From an optimization exercise on the open Yosys and OpenROAD flow, aimed at small area; shortcuts taken in it are not production practice.
In this exercise RTL edits were held to simulation tests only and were not proved equivalent to the original.

Setup of build 7:
// adder_tree
module adder_tree (
    input           clk,
    input           rst_n,
    input  [127:0]  s_axis_din_data,
    input           s_axis_din_valid,
    output          s_axis_din_ready,
    output [11:0]   m_axis_dout_data,
    output          m_axis_dout_valid,
    input           m_axis_dout_ready
);
    reg  vld;
    wire ld = ~vld | m_axis_dout_ready;
    assign s_axis_din_ready  = ld;
    assign m_axis_dout_valid = vld;
    always @(posedge clk)
        if (~rst_n) vld <= 1'b0;
        else if (ld) vld <= s_axis_din_valid;
    wire s1;
    wire c2;
    wire s3;
    wire c4;
    wire s5;
    wire c6;
    wire s7;
    wire c8;
    wire s9;
    wire c10;
    wire s11;
    wire c12;
    wire s13;
    wire c14;
    wire s15;
    wire c16;
    wire s17;
    wire c18;
    wire s19;
    wire c20;
    wire s21;
    wire c22;
    wire s23;
    wire c24;
    wire s25;
    wire c26;
    wire s27;
    wire c28;
    wire s29;
    wire c30;
    wire s31;
    wire c32;
    wire s33;
    wire c34;
    wire s35;
    wire c36;
    wire s37;
    wire c38;
    wire s39;
    wire c40;
    wire s41;
    wire c42;
    wire s43;
    wire c44;
    wire s45;
    wire c46;
    wire s47;
    wire c48;
    wire s49;
    wire c50;
    wire s51;
    wire c52;
    wire s53;
    wire c54;
    wire s55;
    wire c56;
    wire s57;
    wire c58;
    wire s59;
    wire c60;
    wire s61;
    wire c62;
    wire s63;
    wire c64;
    wire s65;
    wire c66;
    wire s67;
    wire c68;
    wire s69;
    wire c70;
    wire s71;
    wire c72;
    wire s73;
    wire c74;
    wire s75;
    wire c76;
    wire s77;
    wire c78;
    wire s79;
    wire c80;
    wire s81;
    wire c82;
    wire s83;
    wire c84;
    wire s85;
    wire c86;
    wire s87;
    wire c88;
    wire s89;
    wire c90;
    wire s91;
    wire c92;
    wire s93;
    wire c94;
    wire s95;
    wire c96;
    wire s97;
    wire c98;
    wire s99;
    wire c100;
    wire s101;
    wire c102;
    wire s103;
    wire c104;
    wire s105;
    wire c106;
    wire s107;
    wire c108;
    wire s109;
    wire c110;
    wire s111;
    wire c112;
    wire s113;
    wire c114;
    wire s115;
    wire c116;
    wire s117;
    wire c118;
    wire s119;
    wire c120;
    wire s121;
    wire c122;
    wire s123;
  ...
Size in the first run: ~170 cells after synthesis, ~150 I/O pins, roughly 3200 sq um of cells after synthesis.
clock: 3.7 ns
lec_check: 0
abc_area: 1
cap_margin: 20
core_margin: 2
core_utilization: 65
setup_slack_margin: 0.05
slew_margin: 20
synth_hierarchical: 1
synth_minimum_keep_size: 0
standard.sh (not shown) runs the stock make flow with config.mk's settings and CLKGATE_MAP_FILE= SYNTH_SCRIPT=/design/flow/synth_recipe.tcl, a recipe that flattens the netlist after the stock synthesis.
==> flow/flow/run.sh <==
#!/bin/bash
# Own layout flow: the standard ORFS flow (standard.sh, unchanged
# synthesis), with two layout choices changed:
#  - the port buffers that global placement inserts on every input and output
#    are the smallest buffer, sky130_fd_sc_hd__buf_1, instead of the default
#    pick (a delay cell), and
#  - clock tree synthesis uses small clock buffers and inserts no dummy loads.
# Every tool's full output is kept: make's output in flow_make.log, and each
# ORFS step's log under orfs/logs/.
set -euo pipefail
cd "$(dirname "${BASH_SOURCE[0]}")/.."
CTS_BUFS="${CTS_BUFS:-sky130_fd_sc_hd__clkbuf_4}"
bash standard.sh REMOVE_ABC_BUFFERS=1 \
  "BUFFER_PORTS_ARGS=-buffer_cell sky130_fd_sc_hd__buf_1" \
  "CTS_ARGS=-sink_clustering_enable -repair_clock_nets -dont_use_dummy_load -sink_clustering_size ${CTS_CLUSTER:-10} -buf_list $CTS_BUFS" \
  finish > flow_make.log 2>&1
test -f out/final.def
Build 7 completed end to end with timing, DRC and antenna clean.
Inputs modified between build 7 and build 72:
Settings: changing CORE_UTILIZATION from 65 to 45; setting CTS_BUF_LIST to sky130_fd_sc_hd__clkbuf_4 for the first time.
==> flow/run.sh (new file) <==
#!/bin/bash
# synth_recipe.tcl (not shown) runs the flow's synth.tcl, then flattens the netlist and writes it again
# the make line also repeats each setting of config.mk as NAME=value (left out here)
make -C /OpenROAD-flow-scripts/flow DESIGN_CONFIG=/design/flow/config.mk WORK_HOME=/design/flow/orfs CLKGATE_MAP_FILE= SYNTH_SCRIPT=/design/flow/synth_recipe.tcl finish
removed: flow/flow/run.sh
removed: flow/standard.sh
Build 72 completed every stage of the flow, and the final layout passed the timing, DRC and antenna checks. Looking only at placer congestion estimate, and setting everything else aside, the lower value of build 72 and build 7 goes to build 72. Against build 7, non-clock buffer instance count of the final layout in build 72 rose slightly. Taking build 7 as the reference point, the wire length of build 72 rises by about 30%. Comparing build 72 and build 7, combined global-route utilization of all metal layers is higher on build 7.
#### Input delta (build 85 over build 72)
Settings: CORE_UTILIZATION now 65, was 45; ABC_AREA no longer set, was 1; CTS_BUF_LIST no longer set, was sky130_fd_sc_hd__clkbuf_4.
==> flow/flow/run.sh (new file) <==
#!/bin/bash
# Own layout flow: the standard ORFS flow (standard.sh, unchanged
# synthesis), with two layout choices changed:
#  - the port buffers that global placement inserts on every input and output
#    are the smallest buffer, sky130_fd_sc_hd__buf_1, instead of the default
#    pick (a delay cell), and
#  - clock tree synthesis uses small clock buffers and inserts no dummy loads.
# Every tool's full output is kept: make's output in flow_make.log, and each
# ORFS step's log under orfs/logs/.
set -euo pipefail
cd "$(dirname "${BASH_SOURCE[0]}")/.."
CTS_BUFS="${CTS_BUFS:-sky130_fd_sc_hd__clkbuf_4}"
bash standard.sh REMOVE_ABC_BUFFERS=1 \
  "BUFFER_PORTS_ARGS=-buffer_cell sky130_fd_sc_hd__buf_1" \
  "CTS_ARGS=-sink_clustering_enable -repair_clock_nets -dont_use_dummy_load -sink_clustering_size ${CTS_CLUSTER:-25} -buf_list $CTS_BUFS" \
  finish > flow_make.log 2>&1
test -f out/final.def
==> flow/standard.sh (new file) <==
#!/bin/bash
# synth_recipe.tcl (not shown) runs the flow's synth.tcl, then flattens the netlist and writes it again
# the make line also repeats each setting of config.mk as NAME=value (left out here)
make -C /OpenROAD-flow-scripts/flow DESIGN_CONFIG=/design/flow/config.mk WORK_HOME=/design/flow/orfs CLKGATE_MAP_FILE= SYNTH_SCRIPT=/design/flow/synth_recipe.tcl "${@:-finish}"
removed: flow/run.sh
Compared with build 72, via count in build 85 decreased slightly. Taking build 72 as the reference, in build 85 area added between synthesis and finish -31 points; total of cells resized after clock tree synthesis -217; final design utilization +9.7 points; sequential share of cell area +3.3 points.
#### Input delta (build 11 over build 85)
Settings: changing CORE_UTILIZATION from 65 to 80.
--- a/flow/flow/run.sh
+++ b/flow/flow/run.sh
@@ -14,3 +14,3 @@
   "BUFFER_PORTS_ARGS=-buffer_cell sky130_fd_sc_hd__buf_1" \
-  "CTS_ARGS=-sink_clustering_enable -repair_clock_nets -dont_use_dummy_load -sink_clustering_size ${CTS_CLUSTER:-25} -buf_list $CTS_BUFS" \
+  "CTS_ARGS=-sink_clustering_enable -repair_clock_nets -dont_use_dummy_load -sink_clustering_size ${CTS_CLUSTER:-10} -buf_list $CTS_BUFS" \
   finish > flow_make.log 2>&1
- As the logs show, build 11 stopped at detailed placement (3_5_place_dp) after a tool error, so it never reached the end of the flow.
- Build 11 vs build 85 on number of placement rows: build 11 is the lower one.
- Per the comparison of build 11 with build 85, post-synthesis register bit count roughly the same, mean post-synth cell area roughly the same, initial cell density of the core higher.
[inputs] build 58 vs build 11
Settings: a change of CORE_UTILIZATION from 80 to 70; a change of SETUP_SLACK_MARGIN from 0.05 to 0; an added ABC_AREA of 1.
Findings:
- Every stage of the flow completed for build 58, and the final layout passed the timing, DRC and antenna checks.
- Comparing average cell area after synthesis for build 58 and build 11, the bigger number came from build 11.
- Against build 11, routability congestion estimate from global placement in build 58 rose by a little under 10%.
- Build 58 vs. build 11: height of the die rose 4.3 um; total standard cell area after synthesis about even.
- Cmp build 58 and build 11 / number of instances in the synthesized netlist / lower: build 11
- Looking at build 58 and build 11, the adder-cell area share of the yosys netlist is a wash.

static timing again, ports no longer ideal:
Ports are ideal in the flow. The routed layouts listed here were re-timed in OpenROAD. Step 1 sets driving cells, clkbuf_16 on the clock port and buf_2 on the other inputs (assumed; they add their load-dependent delay and slew). Step 2 times the ports against the registers' clock, not the clock port: input delays grow and output delays shrink by t, the midpoint of the rising clock arrivals with the driver on. a / b / c = ideal / step 1 / step 2; a / b = the first two.
| run | shift t [ns] | slack for setup (ns) | worst register clock-pin slew, ns |
|---|---|---|---|
| build 7 | 0.297 | 0.133 / 0.127 / -0.171 | 0.09 / 0.09 |
| build 72 | 0.312 | 0.078 / 0.075 / -0.238 | 0.11 / 0.11 |
| build 85 | 0.304 | 0.100 / 0.079 / -0.189 | 0.10 / 0.10 |
| build 58 | 0.319 | 0.052 / 0.032 / -0.193 | 0.11 / 0.11 |
Met with ideal ports but missed after step 2: setup timing in every run listed. For build 72, which loses most, drivers alone change the setup slack by -0.003 ns; drivers and shift together by -0.316 ns.
